This design comes from an exercise in tuning for small area on the open sky130 flow, not from production work. The RTL was checked by simulation tests, not by an equivalence proof against the original design. The clock port is modelled as an ideal driver, which makes a skipped or thinned clock tree look cheaper than it is; a real chip needs a root buffer or a tree. No activity file was given, so power comes from the tool's default toggle rates.

## run 1
==> flow/design.v (excerpt) <==
module top_tx #(parameter NB_COUNT = 3)(
			input i_reset,
			input [3:0] i_enable,
			input clock,
			output [3:0] o_leds,
			output [12:0] fir_out
			);
Size: ~260 cells after synthesis, about 25 flip-flops, about 23 I/O pins, ~1800 um2 of cells after synthesis.
clock: 10.0 ns
lec_check: 0
abc_area: 1
cap_margin: 20
core_margin: 2
core_utilization: 40
cts_buf_list: sky130_fd_sc_hd__clkbuf_4
cts_cluster_diameter: 200
cts_cluster_size: 40
slew_margin: 20
run.sh (not shown) runs the stock make flow with config.mk's settings and CLKGATE_MAP_FILE= SYNTH_SCRIPT=/design/flow/synth_recipe.tcl, a recipe that flattens the netlist after the stock synthesis.
The flow did not stop early for run 1: all stages ran, and the layout cleared the timing, design-rule and antenna checks.
Edits applied to the flow inputs when going from run 1 to run 2:
Settings: CTS_CLUSTER_SIZE: 40 -> unset; CTS_CLUSTER_DIAMETER: 200 -> unset; CTS_BUF_LIST: sky130_fd_sc_hd__clkbuf_4 -> unset.
==> flow/flow/run.sh (new file) <==
#!/bin/bash
# Standard layout, except that the port buffers are the smallest buffer cell.
export BUFFER_PORTS_ARGS="-buffer_cell sky130_fd_sc_hd__buf_1"
bash standard.sh > standard.log 2>&1
==> flow/standard.sh (new file) <==
#!/bin/bash
# synth_recipe.tcl (not shown) runs the flow's synth.tcl, then flattens the netlist and writes it again
# the make line also repeats each setting of config.mk as NAME=value (left out here)
make -C /OpenROAD-flow-scripts/flow DESIGN_CONFIG=/design/flow/config.mk WORK_HOME=/design/flow/orfs CLKGATE_MAP_FILE= SYNTH_SCRIPT=/design/flow/synth_recipe.tcl "${@:-finish}"
removed: flow/run.sh
Results
When run 2 is measured against run 1, its post-route cell area turns out 5.6% lower. Taking run 1 as the reference, in run 2 worst hold slack went down by 21 ps, utilization of the core after routing went down by 2.6 points, area growth from synthesis to final layout went down by 6.2 points, combinational power went down by about 13%.
Modified inputs, run 3 compared to run 2
==> flow/flow/run.sh <==
#!/bin/bash
bash standard.sh > standard.log 2>&1
In run 3, the met2 track demand over resource came out 0.52 points below the value in run 2.
On area growth from synthesis to layout, the higher figure sits with run 3, not run 2.
Going from run 2 to run 3, the highest ir drop seen on vdd was found to have gone down by about 20%.
Compared with run 2, in run 3 wire length of the first global-routing pass fell about 0.5%, total routed wire length on the met1 layer grew by 91 um, power of the combinational group went up, post-placement cell area increased 130 um2.
sky130_fd_sc_hd__clkdlybuf4s50_1 as the standard cell with the maximum stage delay on the critical path was reported by run 3, and sky130_fd_sc_hd__dfxtp_1 by run 2.
The setup slack of run 3 is smaller than that of run 2.
Run 3 against run 2; final standard cell area without fillers is up by a few percent.
[inputs] run 4 vs run 3
==> flow/run.sh (new file) <==
#!/bin/bash
# synth_recipe.tcl (not shown) runs the flow's synth.tcl, then flattens the netlist and writes it again
# the make line also repeats each setting of config.mk as NAME=value (left out here)
make -C /OpenROAD-flow-scripts/flow DESIGN_CONFIG=/design/flow/config.mk WORK_HOME=/design/flow/orfs CLKGATE_MAP_FILE= SYNTH_SCRIPT=/design/flow/synth_recipe.tcl finish
removed: flow/flow/run.sh
removed: flow/standard.sh
--- outcome ---
Run 4 | stages: all done | timing, DRC, antenna: all pass. Number of buffers added for setup after CTS: run 4 vs run 3 identical. Least setup slack across all paths after layout essentially unchanged between run 3 and run 4. Area after synthesis came out exactly the same in run 4 and run 3. Peak clock frequency supported by timing across run 4 and run 3: no real change.
--- input diff run 4..run 5 ---
==> flow/flow/run.sh (new file) <==
#!/bin/bash
# Own layout flow: the standard layout (standard.sh), with three changes:
#  - Yosys's ABC step maps the combinational logic with an area-oriented script
#    (flow/abc_area_map.script: amap instead of delay-oriented map plus buffering/upsizing),
#  - no full/half-adder cell extraction before ABC (ADDER_MAP_FILE empty),
#  - port buffers are the smallest buffer cell (buf_1).
# Registers, their names and cell types are those of the standard synthesis.
set -euo pipefail
W=$(pwd)
{
  echo "proc abc {args} { set i [lsearch \$args -script]; if {\$i >= 0} { lset args [expr {\$i+1}] $W/flow/abc_area_map.script }; yosys abc {*}\$args }"
  cat synth_recipe.tcl
} > flow_synth.tcl
sed -e "s#SYNTH_SCRIPT=[^ ]*#SYNTH_SCRIPT=$W/flow_synth.tcl ADDER_MAP_FILE=#" standard.sh > flow_standard.sh
grep -q "flow_synth.tcl ADDER_MAP_FILE=" flow_standard.sh
export BUFFER_PORTS_ARGS="-buffer_cell sky130_fd_sc_hd__buf_1"
bash flow_standard.sh > flow_standard.log 2>&1
==> flow/flow/abc_area_map.script (new file) <==
strash
dch
amap
strash
dch
amap
==> flow/standard.sh (new file) <==
#!/bin/bash
# synth_recipe.tcl (not shown) runs the flow's synth.tcl, then flattens the netlist and writes it again
# the make line also repeats each setting of config.mk as NAME=value (left out here)
make -C /OpenROAD-flow-scripts/flow DESIGN_CONFIG=/design/flow/config.mk WORK_HOME=/design/flow/orfs CLKGATE_MAP_FILE= SYNTH_SCRIPT=/design/flow/synth_recipe.tcl "${@:-finish}"
removed: flow/run.sh
Notes after the runs:
- Worst setup slack ends up higher on run 4.
- Diff run 5 and run 4: initial detailed-routing violation count lower in run 4
- Taking run 4 as the reference, in run 5 power per cell area down 10%; synthesized cell count down 17%; mean number of vias per cell up 11%; internal portion of total power down about 19%.
- Against run 4, total core area in run 5 fell by more than 10%.
- Taking run 4 as the reference, in run 5 clock distribution power saw an increase, power saw a decrease, combinational power share saw a decrease.

========
top_tx, a different RTL version from the one above (not shown whole).
Size in the first run: ~210 cells after synthesis, about 24 flip-flops, about 23 I/O pins, about 0.0015 sq mm of cells after synthesis.
// top_tx
module top_tx #(parameter NB_COUNT = 3)(
			input i_reset,
			input [3:0] i_enable,
			input clock,
			output [3:0] o_leds,
			output [12:0] fir_out
			);
reg [NB_COUNT-1:0] count;
wire valid;
wire data_prbs;
assign o_leds = i_enable;
always @(posedge clock) begin
	if (i_reset)
		count <= {NB_COUNT{1'b0}};
	else if (i_enable[0])
		count <= count + 1'b1;
end
assign valid = &count;
PRBS u_prbs (.o_data(data_prbs), .i_reset(i_reset), .i_valid(valid), .clock(clock), .i_enable(i_enable[1]));
fir_filter u_fir (.clk(clock), .i_rst(i_reset), .i_valid(valid), .i_enable(i_enable[2]), .i_prbs(data_prbs), .o_data(fir_out));
endmodule
Settings: LEC_CHECK=0, ABC_AREA=1, CAP_MARGIN=20, CORE_MARGIN=2, CORE_UTILIZATION=40, SLEW_MARGIN=20; clock period 10.0 ns.
standard.sh (not shown) runs the stock make flow with config.mk's settings and CLKGATE_MAP_FILE= SYNTH_SCRIPT=/design/flow/synth_recipe.tcl, a recipe that flattens the netlist after the stock synthesis.
==> flow/flow/run.sh <==
#!/bin/bash
# Own layout flow: the standard layout (standard.sh), with these changes:
#  - Yosys's ABC step maps the combinational logic with an area-oriented script
#    (flow/abc_area_map.script: amap instead of delay-oriented map plus buffering/upsizing),
#  - no full/half-adder cell extraction before ABC (ADDER_MAP_FILE empty),
#  - port buffers are the smallest buffer cell (buf_1),
#  - clock tree: no dummy load cells, and after CTS (flow/post_cts.tcl) one clock buffer
#    from the clock port drives all registers.
# Registers, their names and cell types are those of the standard synthesis.
set -euo pipefail
W=$(pwd)
{
  echo "proc abc {args} { set i [lsearch \$args -script]; if {\$i >= 0} { lset args [expr {\$i+1}] $W/flow/abc_area_map.script }; yosys abc {*}\$args }"
  cat synth_recipe.tcl
} > flow_synth.tcl
sed -e "s#SYNTH_SCRIPT=[^ ]*#SYNTH_SCRIPT=$W/flow_synth.tcl ADDER_MAP_FILE=#" standard.sh > flow_standard.sh
grep -q "flow_synth.tcl ADDER_MAP_FILE=" flow_standard.sh
export BUFFER_PORTS_ARGS="-buffer_cell sky130_fd_sc_hd__buf_1"
export CTS_ARGS="$(cat flow/cts_args.txt)"
export POST_CTS_TCL=$W/flow/post_cts.tcl
export CLOCK_ROOT_CELL=sky130_fd_sc_hd__buf_8
bash flow_standard.sh > flow_standard.log 2>&1
==> flow/flow/cts_args.txt <==
-sink_clustering_enable -repair_clock_nets -dont_use_dummy_load
==> flow/flow/post_cts.tcl <==
# After clock tree synthesis: the design is small, so the clock root buffer drives every
# register directly. The tree's other buffers are removed and their loads moved to the
# root buffer's net; the root buffer is the cell named in CLOCK_ROOT_CELL (set in run.sh), placed at the centre of the registers. Clock port -> one buffer -> registers.
set block [ord::get_db_block]
set clk_port_net [$block findNet clock]
set root ""
foreach it [$clk_port_net getITerms] {
  set inst [$it getInst]
  if {[string match "*clkbuf*" [[$inst getMaster] getName]]} { set root $inst }
}
if {$root eq ""} { error "post_cts: no clock root buffer found" }
set rootnet [[$root findITerm X] getNet]
set removed 1
while {$removed} {
  set removed 0
  foreach it [$rootnet getITerms] {
    set inst [$it getInst]
    if {$inst == $root} { continue }
    if {![string match "*clkbuf*" [[$inst getMaster] getName]]} { continue }
    set outnet [[$inst findITerm X] getNet]
    foreach sit [$outnet getITerms] {
      if {[$sit getInst] != $inst} { $sit disconnect; $sit connect $rootnet }
    }
    puts "post_cts: removing [$inst getName]"
    odb::dbInst_destroy $inst
    odb::dbNet_destroy $outnet
    set removed 1
    break
  }
}
replace_cell [$root getName] $::env(CLOCK_ROOT_CELL)
# place the root buffer at the centre of its loads (detailed_placement legalizes it)
set sx 0; set sy 0; set n 0
foreach it [$rootnet getITerms] {
  set inst [$it getInst]
  if {$inst == $root} { continue }
  set loc [$inst getLocation]
  incr sx [lindex $loc 0]; incr sy [lindex $loc 1]; incr n
}
if {$n > 0} {
  $root setPlacementStatus PLACED
  $root setLocation [expr {$sx / $n}] [expr {$sy / $n}]
}
puts "post_cts: root [$root getName] drives [llength [$rootnet getITerms]] pins"
estimate_parasitics -placement
detailed_placement
check_placement -verbose
report_clock_min_period
Other scripts of this flow, unchanged in this note and not shown: flow/flow/abc_area_map.script
==> next run, changes <==
--- a/flow/flow/run.sh
+++ b/flow/flow/run.sh
@@ -2 +2 @@
-# Own layout flow: the standard layout (standard.sh), with these changes:
+# Own layout flow: the standard layout (standard.sh), with three changes:
@@ -6,3 +6 @@
-#  - port buffers are the smallest buffer cell (buf_1),
-#  - clock tree: no dummy load cells, and after CTS (flow/post_cts.tcl) one clock buffer
-#    from the clock port drives all registers.
+#  - port buffers are the smallest buffer cell (buf_1).
@@ -19,3 +16,0 @@
-export CTS_ARGS="$(cat flow/cts_args.txt)"
-export POST_CTS_TCL=$W/flow/post_cts.tcl
-export CLOCK_ROOT_CELL=sky130_fd_sc_hd__buf_8
removed: flow/flow/cts_args.txt
removed: flow/flow/post_cts.tcl
=> Cell area rose by 3.6%. Routed wire length climbs by about 1.8%. Die area is unchanged. Global-route usage came out lower by 0.84 points. Worst hold slack loses 0.012 ns. Total power climbs by 30%. Setup slack is worse by 0.14 ns. Register-to-register slack is about the same. Final cell count rose by about 1.1%. Utilization rises by 1.6 points. Flip-flop and latch count is unchanged.
==> next run, changes <==
--- a/flow/flow/run.sh
+++ b/flow/flow/run.sh
@@ -2 +2 @@
-# Own layout flow: the standard layout (standard.sh), with three changes:
+# Own layout flow: the standard layout (standard.sh), with these changes:
@@ -6 +6,3 @@
-#  - port buffers are the smallest buffer cell (buf_1).
+#  - port buffers are the smallest buffer cell (buf_1),
+#  - clock tree: no dummy load cells, and after CTS (flow/post_cts.tcl) one clock buffer
+#    from the clock port drives all registers.
@@ -16,0 +19,3 @@
+export CTS_ARGS="$(cat flow/cts_args.txt)"
+export POST_CTS_TCL=$W/flow/post_cts.tcl
+export CLOCK_ROOT_CELL=sky130_fd_sc_hd__clkbuf_16
==> flow/flow/cts_args.txt (new file) <==
-sink_clustering_enable -repair_clock_nets -dont_use_dummy_load
==> flow/flow/post_cts.tcl (new file) <==
# After clock tree synthesis: the design is small, so the clock root buffer drives every
# register directly. The tree's other buffers are removed and their loads moved to the
# root buffer's net; the root buffer is the cell named in CLOCK_ROOT_CELL (set in run.sh), placed at the centre of the registers. Clock port -> one buffer -> registers.
set block [ord::get_db_block]
set clk_port_net [$block findNet clock]
set root ""
foreach it [$clk_port_net getITerms] {
  set inst [$it getInst]
  if {[string match "*clkbuf*" [[$inst getMaster] getName]]} { set root $inst }
}
if {$root eq ""} { error "post_cts: no clock root buffer found" }
set rootnet [[$root findITerm X] getNet]
set removed 1
while {$removed} {
  set removed 0
  foreach it [$rootnet getITerms] {
    set inst [$it getInst]
    if {$inst == $root} { continue }
    if {![string match "*clkbuf*" [[$inst getMaster] getName]]} { continue }
    set outnet [[$inst findITerm X] getNet]
    foreach sit [$outnet getITerms] {
      if {[$sit getInst] != $inst} { $sit disconnect; $sit connect $rootnet }
    }
    puts "post_cts: removing [$inst getName]"
    odb::dbInst_destroy $inst
    odb::dbNet_destroy $outnet
    set removed 1
    break
  }
}
replace_cell [$root getName] $::env(CLOCK_ROOT_CELL)
# place the root buffer at the centre of its loads (detailed_placement legalizes it)
set sx 0; set sy 0; set n 0
foreach it [$rootnet getITerms] {
  set inst [$it getInst]
  if {$inst == $root} { continue }
  set loc [$inst getLocation]
  incr sx [lindex $loc 0]; incr sy [lindex $loc 1]; incr n
}
if {$n > 0} {
  $root setPlacementStatus PLACED
  $root setLocation [expr {$sx / $n}] [expr {$sy / $n}]
}
puts "post_cts: root [$root getName] drives [llength [$rootnet getITerms]] pins"
estimate_parasitics -placement
detailed_placement
check_placement -verbose
report_clock_min_period
Effect: Final area is lower by a few percent. Count of clock-buffer cells in the layout drops by 2. First-iteration DRC count is higher by a quarter to a third. Wire length decreases slightly. Power fell by about a fifth. Clock skew barely changes. Critical path depth does not change.

## static timing again, ports no longer ideal
How much do the figures lean on ideal ports? The routed layouts below were timed once more, with nothing changed but the port constraints.
Step 1 (the two cells are an assumption about what drives the block):
set clk [get_ports {clock}]
set_driving_cell -lib_cell sky130_fd_sc_hd__clkbuf_16 $clk
set_driving_cell -lib_cell sky130_fd_sc_hd__buf_2 [delete_from_list [all_inputs] $clk]
Step 2, shift: input delay + t, output delay - t, t = (earliest + latest rising clock arrival at the registers) / 2. This alone moves slack from input paths to output paths.
Slacks: ideal / step 1 / step 2; pairs: ideal / step 1.
run | t, ns | setup slack, ns | worst setup path after step 2 | clock arrival spread, ns | cell pins on the clock port's net
run 1 | 0.322 | 3.078 / 3.056 / 3.378 | register to output | 0.003 / 0.003 | 1
run 2 | 0.286 | 3.572 / 3.548 / 3.834 | register to output | 0.004 / 0.004 | 1
run 3 | 0.287 | 3.134 / 3.109 / 3.396 | register to output | 0.004 / 0.004 | 1
run 4 | 0.287 | 3.134 / 3.109 / 3.396 | register to output | 0.004 / 0.004 | 1
run 5 | 0.289 | 2.876 / 2.852 / 3.141 | register to output | 0.004 / 0.004 | 1
the first run of note 2 | 0.167 | 2.406 / 2.379 / 2.546 | register to output | 0.001 / 0.001 | 1
the second run of note 2 | 0.286 | 2.270 / 2.246 / 2.532 | register to output | 0.002 / 0.001 | 1
the third run of note 2 | 0.177 | 2.401 / 2.372 / 2.550 | register to output | 0.001 / 0.001 | 1
After both steps setup and hold are still met in every run listed.
